What follows belongs to an exercise in optimizing a design on an open flow for small area, a short achievable clock period and few clock cycles; a production flow would make more cautious choices.
At most, simulation tests tie the RTL to the original design; equivalence was not proved.
Power figures rest on the tool's default switching activity, not on a simulated workload.

## simple_cpu
module simple_cpu
#(parameter DATA_WIDTH = 32)(
  input clk,
  input rstn,
  output [DATA_WIDTH-1:0] imem_addr,
  input  [DATA_WIDTH-1:0] imem_rdata,
  output [DATA_WIDTH-1:0] dmem_addr,
  output [DATA_WIDTH-1:0] dmem_wdata,
  output [3:0]            dmem_wstrb,
  output                  dmem_re,
  input  [DATA_WIDTH-1:0] dmem_rdata
);
Size: ~5400 cells after synthesis, roughly 170 I/O pins, about 62000 sq um of cells after synthesis.
export LEC_CHECK = 0
export CAP_MARGIN = 20
export CORE_MARGIN = 2
export CORE_UTILIZATION = 47
export SETUP_SLACK_MARGIN = 5
export SLEW_MARGIN = 50
export SYNTH_HIERARCHICAL = 1
export SYNTH_MINIMUM_KEEP_SIZE = 50
export TNS_END_PERCENT = 0
create_clock -name core_clock -period 10.0 [get_ports {clk}]
standard.sh (not shown) runs the stock make flow with config.mk's settings and CLKGATE_MAP_FILE= SYNTH_SCRIPT=/design/flow/synth_recipe.tcl, a recipe that flattens the netlist after the stock synthesis.
==> flow/flow/run.sh <==
#!/bin/bash
# Own layout flow: the standard flow (standard.sh) with two changes:
# the ports are buffered with buf_2 cells instead of the slow delay cell that
# buffer_ports picks by default, and CTS inserts no dummy loads and builds the tree from clkbuf_8 cells, up to 12 sinks per leaf.
set -euo pipefail
export BUFFER_PORTS_ARGS="-buffer_cell sky130_fd_sc_hd__buf_2"
export CTS_ARGS="-sink_clustering_enable -repair_clock_nets -dont_use_dummy_load -sink_clustering_size 12 -sink_clustering_max_diameter 60 -buf_list sky130_fd_sc_hd__clkbuf_8"
bash standard.sh > standard_flow.log 2>&1
Testbench counts at the start, summed over its fixed seeds: cycles 1,992,704.
Edit:
- TNS_END_PERCENT: 0 -> 20
Result: Core utilization came out higher by 0.12 points. Setup slack gains 0.065 ns. Sequential power stays flat.
Edit:
- CAP_MARGIN: 20 -> 50
- CORE_UTILIZATION: 47 -> 40
Result:
- clock skew is about the same
- flip-flop and latch count stays the same
- wire length grows by 0.69%
- non-clock buffer count grows by 20
- cell count grows by 4.1%
- global-route usage shrinks by 6.7 points
- clock-buffer cell count shrinks by 13
- synthesized area stays the same
- setup slack gets worse by 0.066 ns
- register-to-register slack gets better by 0.06 ns
- cell area grows by about 0.4%
Edit:
--- a/flow/flow/run.sh
+++ b/flow/flow/run.sh
@@ -2 +2 @@
-# Own layout flow: the standard flow (standard.sh) with two changes:
+# Own layout flow: the standard flow (standard.sh) with three changes:
@@ -4 +4,3 @@
-# buffer_ports picks by default, and CTS inserts no dummy loads and builds the tree from clkbuf_8 cells, up to 12 sinks per leaf.
+# buffer_ports picks by default; CTS inserts no dummy loads and builds the tree
+# from clkbuf_8 cells, up to 12 sinks per leaf; and repair_design (before
+# placement resizing and before global routing) also splits high-fanout nets.
@@ -5,0 +8 @@
+here=$(pwd)
@@ -7,0 +11,2 @@
+export PRE_RESIZE_TCL="$here/flow/max_fanout.tcl"
+export PRE_GLOBAL_ROUTE_TCL="$here/flow/max_fanout.tcl"
==> flow/flow/max_fanout.tcl (new file) <==
# Ask repair_design to split nets with more than 12 loads.
set_max_fanout 12 [current_design]
- CAP_MARGIN: 50 -> 20
- CORE_UTILIZATION: 40 -> 47
Cell area climbs by 5.1%.
Synthesized cell count does not change.
Wire length is higher by 7.7%.
Flip-flop and latch count stays the same.
Clock power increases by about 6%.
Edit:
==> flow/flow/run.sh (replaced) <==
#!/bin/bash
# Own layout flow: the standard flow (standard.sh) with two changes:
# the ports are buffered with buf_2 cells instead of the slow delay cell that
# buffer_ports picks by default, and CTS inserts no dummy loads and builds the tree from clkbuf_8 cells, up to 12 sinks per leaf.
set -euo pipefail
export BUFFER_PORTS_ARGS="-buffer_cell sky130_fd_sc_hd__buf_2"
export CTS_ARGS="-sink_clustering_enable -repair_clock_nets -dont_use_dummy_load -sink_clustering_size 12 -sink_clustering_max_diameter 60 -buf_list sky130_fd_sc_hd__clkbuf_8"
bash standard.sh > standard_flow.log 2>&1
- CORE_UTILIZATION: 47 -> 40
removed: flow/flow/max_fanout.tcl
After rerunning: Design area went down by 4.9%; wire length went down by 7.2%; setup slack is better by 0.19 ns.
Edit:
==> flow/flow/run.sh (replaced) <==
#!/bin/bash
# Own layout flow: the standard flow (standard.sh) with two changes:
# the input ports are buffered with buf_8 cells and the output ports with
# buf_2 cells, instead of the slow delay cell that buffer_ports picks by
# default; and CTS inserts no dummy loads and builds the tree from clkbuf_8
# cells, up to 12 sinks per leaf.
set -euo pipefail
here=$(pwd)
export BUFFER_PORTS_ARGS="-inputs -buffer_cell sky130_fd_sc_hd__buf_8"
export POST_GLOBAL_PLACE_TCL="$here/flow/out_buf.tcl"
export CTS_ARGS="-sink_clustering_enable -repair_clock_nets -dont_use_dummy_load -sink_clustering_size 12 -sink_clustering_max_diameter 60 -buf_list sky130_fd_sc_hd__clkbuf_8"
bash standard.sh > standard_flow.log 2>&1
==> flow/flow/out_buf.tcl (new file) <==
# Buffer the output ports (the inputs were buffered by the standard step).
buffer_ports -outputs -buffer_cell sky130_fd_sc_hd__buf_2
- CORE_UTILIZATION: 40 -> 47
Cell count came out lower by 3.9%.
Wire length barely changes.
Maximum frequency rose by 1.9%.
First-iteration DRC count shrinks by 1.5%.
Synthesized cell count does not change.
Global-route usage is higher by 6.9 points.
Via count fell by 0.54%.
Worst hold slack improves by 0.040 ns.
Power climbs by 1.6%.
Final area rose by 0.73%.
Clock power goes up by about 6%.

run A:
The RTL this note starts from:
==> flow/design.v <==
module ks_adder #(
  parameter W = 32
)(
  input  [W-1:0] a,
  input  [W-1:0] b,
  input          cin,
  output [W-1:0] sum,
  output         cout
);
  localparam L = $clog2(W);
  wire [W-1:0] p0 = a ^ b;
  wire [W-1:0] g0 = a & b;
  wire [W-1:0] gl [0:L];
  wire [W-1:0] pl [0:L];
  assign gl[0] = {g0[W-1:1], g0[0] | (p0[0] & cin)};
  assign pl[0] = p0;
  genvar l, i;
  generate
    for (l = 0; l < L; l = l + 1) begin : lvl
      for (i = 0; i < W; i = i + 1) begin : bit_
        if (i >= (1 << l)) begin : node
          assign gl[l+1][i] = gl[l][i] | (pl[l][i] & gl[l][i - (1 << l)]);
          assign pl[l+1][i] = pl[l][i] & pl[l][i - (1 << l)];
        end else begin : pass
          assign gl[l+1][i] = gl[l][i];
          assign pl[l+1][i] = pl[l][i];
        end
      end
    end
  endgenerate
  wire [W:0] c = {gl[L], cin};
  assign sum  = p0 ^ c[W-1:0];
  assign cout = c[W];
endmodule
module register_file (
  input         clk,
  input  [4:0]  raddr1,
  input  [4:0]  raddr2,
  input  [4:0]  waddr,
  input  [31:0] wdata,
  input         wen,
  output reg [31:0] rdata1,
  output reg [31:0] rdata2
);
  reg [31:0] regs [1:31];
  always @(posedge clk) begin
    if (wen) regs[waddr] <= wdata;
  end
  integer i;
  always @(*) begin
    rdata1 = 32'd0;
    rdata2 = 32'd0;
    for (i = 1; i < 32; i = i + 1) begin
      rdata1 = rdata1 | ({32{raddr1 == i}} & regs[i]);
      rdata2 = rdata2 | ({32{raddr2 == i}} & regs[i]);
    end
  end
endmodule
module simple_cpu
#(parameter DATA_WIDTH = 32)(
  input clk,
  input rstn,
  output [DATA_WIDTH-1:0] imem_addr,
  input  [DATA_WIDTH-1:0] imem_rdata,
  output [DATA_WIDTH-1:0] dmem_addr,
  output [DATA_WIDTH-1:0] dmem_wdata,
  output [3:0]            dmem_wstrb,
  output                  dmem_re,
  input  [DATA_WIDTH-1:0] dmem_rdata
);
wire [31:0] f_inst = imem_rdata;
wire [6:0]  f_op   = f_inst[6:0];
wire [4:0]  f_rd   = f_inst[11:7];
wire [4:0]  f_rs1  = f_inst[19:15];
wire [4:0]  f_rs2  = f_inst[24:20];
wire f_is_op     = (f_op == 7'b0110011);
wire f_is_opimm  = (f_op == 7'b0010011);
wire f_is_load   = (f_op == 7'b0000011);
wire f_is_store  = (f_op == 7'b0100011);
wire f_is_branch = (f_op == 7'b1100011);
wire f_is_jalr   = (f_op == 7'b1100111);
wire f_is_jal    = (f_op == 7'b1101111);
wire f_is_lui    = (f_op == 7'b0110111);
wire f_is_auipc  = (f_op == 7'b0010111);
wire f_wr = (f_is_op | f_is_opimm | f_is_load | f_is_jalr | f_is_jal | f_is_lui | f_is_auipc)
            & (f_rd != 5'd0);
wire [2:0] f_f3 = f_inst[14:12];
wire f_tk_always = f_is_jal | f_is_jalr;
wire f_tk_eq  = f_is_branch & (f_f3 == 3'b000);
wire f_tk_ne  = f_is_branch & (f_f3 == 3'b001);
wire f_tk_lt  = f_is_branch & (f_f3 == 3'b100);
wire f_tk_ge  = f_is_branch & (f_f3 == 3'b101);
wire f_tk_ltu = f_is_branch & (f_f3 == 3'b110);
wire f_tk_geu = f_is_branch & (f_f3 == 3'b111);
reg [31:0] f_imm;
always @(*) begin
  if (f_is_store)
    f_imm = {{20{f_inst[31]}}, f_inst[31:25], f_inst[11:7]};
  else if (f_is_branch)
    f_imm = {{20{f_inst[31]}}, f_inst[7], f_inst[30:25], f_inst[11:8], 1'b0};
  else if (f_is_jal)
    f_imm = {{12{f_inst[31]}}, f_inst[19:12], f_inst[20], f_inst[30:21], 1'b0};
  else if (f_is_lui | f_is_auipc)
    f_imm = {f_inst[31:12], 12'b0};
  else
    f_imm = {{20{f_inst[31]}}, f_inst[31:20]};
end
reg [31:0] pc;           
reg [31:0] imm;
reg [31:0] rv1, rv2;
reg [4:0]  rd;
reg [2:0]  funct3;
reg        f7b5;
reg        is_op, is_opimm, is_load, is_store, is_branch, is_jalr, is_jal, is_lui, is_auipc;
reg        wr;           
reg        tk_always, tk_eq, tk_ne, tk_lt, tk_ge, tk_ltu, tk_geu;
wire [31:0] wb_data;
wire [31:0] next_pc;
wire [31:0] rf_rd1, rf_rd2;
register_file m_rf (
  .clk(clk),
  .raddr1(f_rs1), .raddr2(f_rs2),
  .waddr(rd), .wdata(wb_data), .wen(wr),
  .rdata1(rf_rd1), .rdata2(rf_rd2)
);
wire [31:0] f_rv1 = (wr && rd == f_rs1) ? wb_data : rf_rd1;
wire [31:0] f_rv2 = (wr && rd == f_rs2) ? wb_data : rf_rd2;
always @(posedge clk) begin
  if (!rstn) begin
    pc        <= 32'hFFFF_FFFC;
    is_op     <= 1'b0;
    is_opimm  <= 1'b0;
    is_load   <= 1'b0;
    is_store  <= 1'b0;
    is_branch <= 1'b0;
    is_jalr   <= 1'b0;
    is_jal    <= 1'b0;
    is_lui    <= 1'b0;
    is_auipc  <= 1'b0;
    wr        <= 1'b0;
    tk_always <= 1'b0;
    tk_eq     <= 1'b0;
    tk_ne     <= 1'b0;
    tk_lt     <= 1'b0;
    tk_ge     <= 1'b0;
    tk_ltu    <= 1'b0;
    tk_geu    <= 1'b0;
  end else begin
    pc        <= next_pc;
    is_op     <= f_is_op;
    is_opimm  <= f_is_opimm;
    is_load   <= f_is_load;
    is_store  <= f_is_store;
    is_branch <= f_is_branch;
    is_jalr   <= f_is_jalr;
    is_jal    <= f_is_jal;
    is_lui    <= f_is_lui;
    is_auipc  <= f_is_auipc;
    wr        <= f_wr;
    tk_always <= f_tk_always;
    tk_eq     <= f_tk_eq;
    tk_ne     <= f_tk_ne;
    tk_lt     <= f_tk_lt;
    tk_ge     <= f_tk_ge;
    tk_ltu    <= f_tk_ltu;
    tk_geu    <= f_tk_geu;
  end
  imm    <= f_imm;
  rd     <= f_rd;
  funct3 <= f_inst[14:12];
  f7b5   <= f_inst[30];
  rv1    <= f_rv1;
  rv2    <= f_rv2;
end
assign imem_addr = next_pc;
wire [31:0] pc_plus4 = pc + 32'd4;
wire [31:0] pc_imm   = pc + imm;          
wire [31:0] agu;                          
wire        agu_co;
ks_adder #(.W(32)) m_agu (.a(rv1), .b(imm), .cin(1'b0), .sum(agu), .cout(agu_co));
wire [31:0] br_diff;
wire        br_co;
ks_adder #(.W(32)) m_cmp (.a(rv1), .b(~rv2), .cin(1'b1), .sum(br_diff), .cout(br_co));
wire br_eq  = (rv1 == rv2);
wire br_ltu = ~br_co;
wire br_lt  = (rv1[31] ^ rv2[31]) ? rv1[31] : br_ltu;
wire take = tk_always | (tk_eq & br_eq) | (tk_ne & ~br_eq) | (tk_lt & br_lt) |
            (tk_ge & ~br_lt) | (tk_ltu & br_ltu) | (tk_geu & ~br_ltu);
wire [31:0] target = is_jalr ? agu : pc_imm;
assign next_pc = take ? target : pc_plus4;
wire [31:0] op_b = is_op ? rv2 : imm;
wire        sub     = (is_op & f7b5 & (funct3 == 3'b000)) | (funct3[2:1] == 2'b01);
wire [32:0] sum     = {1'b0, rv1} + {1'b0, op_b ^ {32{sub}}} + {32'd0, sub};
wire        lt_u    = ~sum[32];
wire        lt_s    = (rv1[31] ^ op_b[31]) ? rv1[31] : sum[31];
wire [4:0]  shamt   = op_b[4:0];
wire        sh_left = (funct3 == 3'b001);
reg  [31:0] sh_in, sh_out;
integer k;
always @(*) begin
  for (k = 0; k < 32; k = k + 1) sh_in[k] = sh_left ? rv1[31-k] : rv1[k];
end
wire [63:0] sh_ext = {{32{f7b5 & rv1[31] & ~sh_left}}, sh_in};
wire [31:0] sh_r   = sh_ext >> shamt;
always @(*) begin
  for (k = 0; k < 32; k = k + 1) sh_out[k] = sh_left ? sh_r[31-k] : sh_r[k];
end
reg [31:0] alu_out;
always @(*) begin
  if (is_op & f7b5 & (funct3 != 3'b000) & (funct3 != 3'b101)) alu_out = 32'd0;
  else begin
    case (funct3)
      3'b000: alu_out = sum[31:0];
      3'b001: alu_out = sh_out;
      3'b010: alu_out = {31'd0, lt_s};
      3'b011: alu_out = {31'd0, lt_u};
      3'b100: alu_out = rv1 ^ op_b;
      3'b101: alu_out = sh_out;
      3'b110: alu_out = rv1 | op_b;
      default: alu_out = rv1 & op_b;
    endcase
  end
end
assign dmem_addr = agu;
assign dmem_re   = is_load;
reg [31:0] st_data;
reg [3:0]  st_strb;
always @(*) begin
  st_data = rv2;
  st_strb = 4'b0000;
  case (funct3[1:0])
    2'b00: begin st_data = {4{rv2[7:0]}};  st_strb = 4'b0001 << agu[1:0]; end
    2'b01: begin st_data = {2{rv2[15:0]}}; st_strb = agu[1] ? 4'b1100 : 4'b0011; end
    2'b10: begin st_data = rv2;            st_strb = 4'b1111; end
    default: ;
  endcase
end
assign dmem_wdata = st_data;
assign dmem_wstrb = is_store ? st_strb : 4'b0000;
wire [7:0]  ld_byte = agu[1] ? (agu[0] ? dmem_rdata[31:24] : dmem_rdata[23:16])
                             : (agu[0] ? dmem_rdata[15:8]  : dmem_rdata[7:0]);
wire [15:0] ld_half = agu[1] ? dmem_rdata[31:16] : dmem_rdata[15:0];
reg  [31:0] ld_data;
always @(*) begin
  case (funct3[1:0])
    2'b00:   ld_data = {{24{ld_byte[7]  & ~funct3[2]}}, ld_byte};
    2'b01:   ld_data = {{16{ld_half[15] & ~funct3[2]}}, ld_half};
    2'b10:   ld_data = dmem_rdata;
    default: ld_data = 32'd0;
  endcase
end
assign wb_data = is_load             ? ld_data  :
                 (is_jal | is_jalr)  ? pc_plus4 :
                 is_lui              ? imm      :
                 is_auipc            ? pc_imm   : alu_out;
endmodule
==> flow/config.mk <==
export PLATFORM = sky130hd
export DESIGN_NAME = simple_cpu
export DESIGN_NICKNAME = simple_cpu
export VERILOG_FILES = /design/flow/design.v
export SDC_FILE = /design/flow/constraint.sdc
export NUM_CORES = 8
export LEC_CHECK = 0
export CAP_MARGIN = 20
export CORE_MARGIN = 2
export CORE_UTILIZATION = 40
export SETUP_SLACK_MARGIN = 5
export SLEW_MARGIN = 20
==> flow/constraint.sdc <==
create_clock -name core_clock -period 10.0 [get_ports {clk}]
set_input_delay 2.0000 -clock core_clock [delete_from_list [all_inputs] [get_ports {clk}]]
set_output_delay 2.0000 -clock core_clock [all_outputs]
set_load 0.01 [all_outputs]
run.sh (not shown) runs the stock make flow with config.mk's settings and CLKGATE_MAP_FILE= SYNTH_SCRIPT=/design/flow/synth_recipe.tcl, a recipe that flattens the netlist after the stock synthesis.
Stock flow here: none of the scripts above is used.
What run B does differently from run A at the input level:
- a change of SETUP_SLACK_MARGIN from 5 to 4
- a change of CORE_UTILIZATION from 40 to 50
==> comparison <==
Run comparison: run B start point of the critical path funct3[0]; run A start point of the critical path rv1[15]
On number of ordinary and repair buffers in the finished layout: between run B and run A, it ends up higher for run A.
Total power down about 3.3% in run B wrt run A
Initial core utilization came out higher on run B than on run A.
met1 usage was lower in the run labelled run A.
Fraction of registers with async set or reset after synthesis came out exactly the same in run B and run A.
Of run B and run A, the lower proportion of power drawn by combinational gates belongs to run B.
Run comparison: run A path type of the worst setup path flop to primary output; run B path type of the worst setup path flop to flop
Inputs modified between run B and run C:
- CORE_UTILIZATION: 50 -> 40
- CTS_BUF_LIST: unset -> sky130_fd_sc_hd__clkbuf_8
[summary]
- For run C, the cell with the biggest individual delay on the critical path was sky130_fd_sc_hd__a221oi_4, unlike run B, where it was sky130_fd_sc_hd__a211oi_1.
- Summary — switching part of the total power, run C relative to run B: higher, by 2.3 points.
- Relative to run B, the pin count of the biggest net entering global routing of run C is higher by 20%.
- Combinational power of run C exceeds that of run B by a few percent.
- Maximum operating frequency shrinks by a few percent when moving from run B to run C.
- Relative to run B, worst slack on hold paths has decreased by 0.013 ns in run C.
- Taking run B as the reference, in run C sequential share of power higher, clock buffer count higher, total power lower, total stage count of the critical path higher, relative contribution of the clock network to total power lower.
Relative to run C, the following input files were edited for run D:
- CTS_BUF_LIST removed (was sky130_fd_sc_hd__clkbuf_8)
## What came out
Compared with run C, wire length in run D decreased slightly. Of run D and run C, run C shows the higher sequential share of layout area, with run D below it. The met3 demand-to-capacity share in global routing of run D is lower than that of run C. Going from run C to run D, design area grew slightly. Relative contribution of combinational cells to total power, run D and run C: smaller value in run D. On detailed-route vias per instance: run D sits above run C. Taking run C as the reference point, the total power density per cell area of run D rises by 4.8%.
## Diff of input files: run E against run D
- swapping 4 for 5 in SETUP_SLACK_MARGIN
- swapping 20 for 60 in SLEW_MARGIN
- swapping 20 for 40 in CAP_MARGIN
==> flow/flow/run.sh (new file) <==
#!/bin/bash
# Own layout flow: the standard flow (standard.sh, standard synthesis and
# the standard floorplan, power grid, placement, CTS and routing), except that
# the ports are buffered with buf_2 cells instead of the slow delay cell that
# buffer_ports picks by default.
set -euo pipefail
export BUFFER_PORTS_ARGS="-buffer_cell sky130_fd_sc_hd__buf_2"
bash standard.sh > standard_flow.log 2>&1
==> flow/standard.sh (new file) <==
#!/bin/bash
# synth_recipe.tcl (not shown) runs the flow's synth.tcl, then flattens the netlist and writes it again
# the make line also repeats each setting of config.mk as NAME=value (left out here)
make -C /OpenROAD-flow-scripts/flow DESIGN_CONFIG=/design/flow/config.mk WORK_HOME=/design/flow/orfs CLKGATE_MAP_FILE= SYNTH_SCRIPT=/design/flow/synth_recipe.tcl "${@:-finish}"
removed: flow/run.sh
Findings:
Count of standard-cell rows: run E vs run D identical. Compared with run D, run E shows a number of gates on the worst path with buffers counted that is 1 lower. On clock latency at the later pin of the worst-skew pair: run E sits below run D. Going from run D to run E, non-clock buffer count grew by more than 10%.
No run of this note included a check of the RTL's function; only the layout flow was run.

[static timing again, ports no longer ideal]
In the flow no input, the clock included, has a driving cell. The finished layouts below were timed again as built, in two steps.
Step 1 assumes that a clkbuf_16 drives the clock port and a buf_2 every other input.
Step 2, shift: input delay + t, output delay - t, t = (earliest + latest rising clock arrival at the registers) / 2. This alone moves slack from input paths to output paths.
Three values: no drivers, after step 1, after step 2; two values: the first two.
run | t, ns | setup slack, ns | hold slack, ns | worst register clock-pin slew, ns | cell pins on the clock port's net
the first run of note 1 | 0.980 | 4.841 / 4.780 / 3.799 | 0.618 / 0.618 / 0.618 | 0.09 / 0.09 | 1
the second run of note 1 | 0.986 | 4.906 / 4.874 / 3.890 | 0.660 / 0.660 / 0.660 | 0.10 / 0.10 | 1
the third run of note 1 | 0.934 | 4.840 / 4.697 / 3.762 | 0.616 / 0.616 / 0.616 | 0.09 / 0.09 | 1
the fourth run of note 1 | 0.941 | 4.621 / 4.622 / 3.681 | 0.651 / 0.651 / 0.651 | 0.09 / 0.09 | 1
the fifth run of note 1 | 0.938 | 4.815 / 4.685 / 3.747 | 0.616 / 0.616 / 0.616 | 0.09 / 0.09 | 1
the sixth run of note 1 | 0.936 | 4.911 / 4.828 / 3.891 | 0.656 / 0.656 / 0.656 | 0.09 / 0.09 | 1
run A | 0.847 | 3.796 / 3.716 / 4.045 | 0.626 / 0.626 / 0.626 | 0.07 / 0.07 | 1
run B | 0.841 | 3.838 / 3.771 / 3.511 | 0.654 / 0.654 / 0.654 | 0.07 / 0.07 | 1
run C | 1.038 | 3.620 / 3.544 / 3.533 | 0.641 / 0.641 / 0.641 | 0.08 / 0.08 | 1
run D | 0.867 | 3.778 / 3.690 / 3.578 | 0.647 / 0.647 / 0.647 | 0.07 / 0.07 | 1
run E | 0.847 | 3.812 / 3.734 / 4.463 | 0.633 / 0.633 / 0.633 | 0.08 / 0.08 | 1
After both steps every run listed still meets setup and hold. The setup slack of the third run of note 1, which loses most, moves by -0.143 ns with the drivers and by -1.078 ns with both steps.
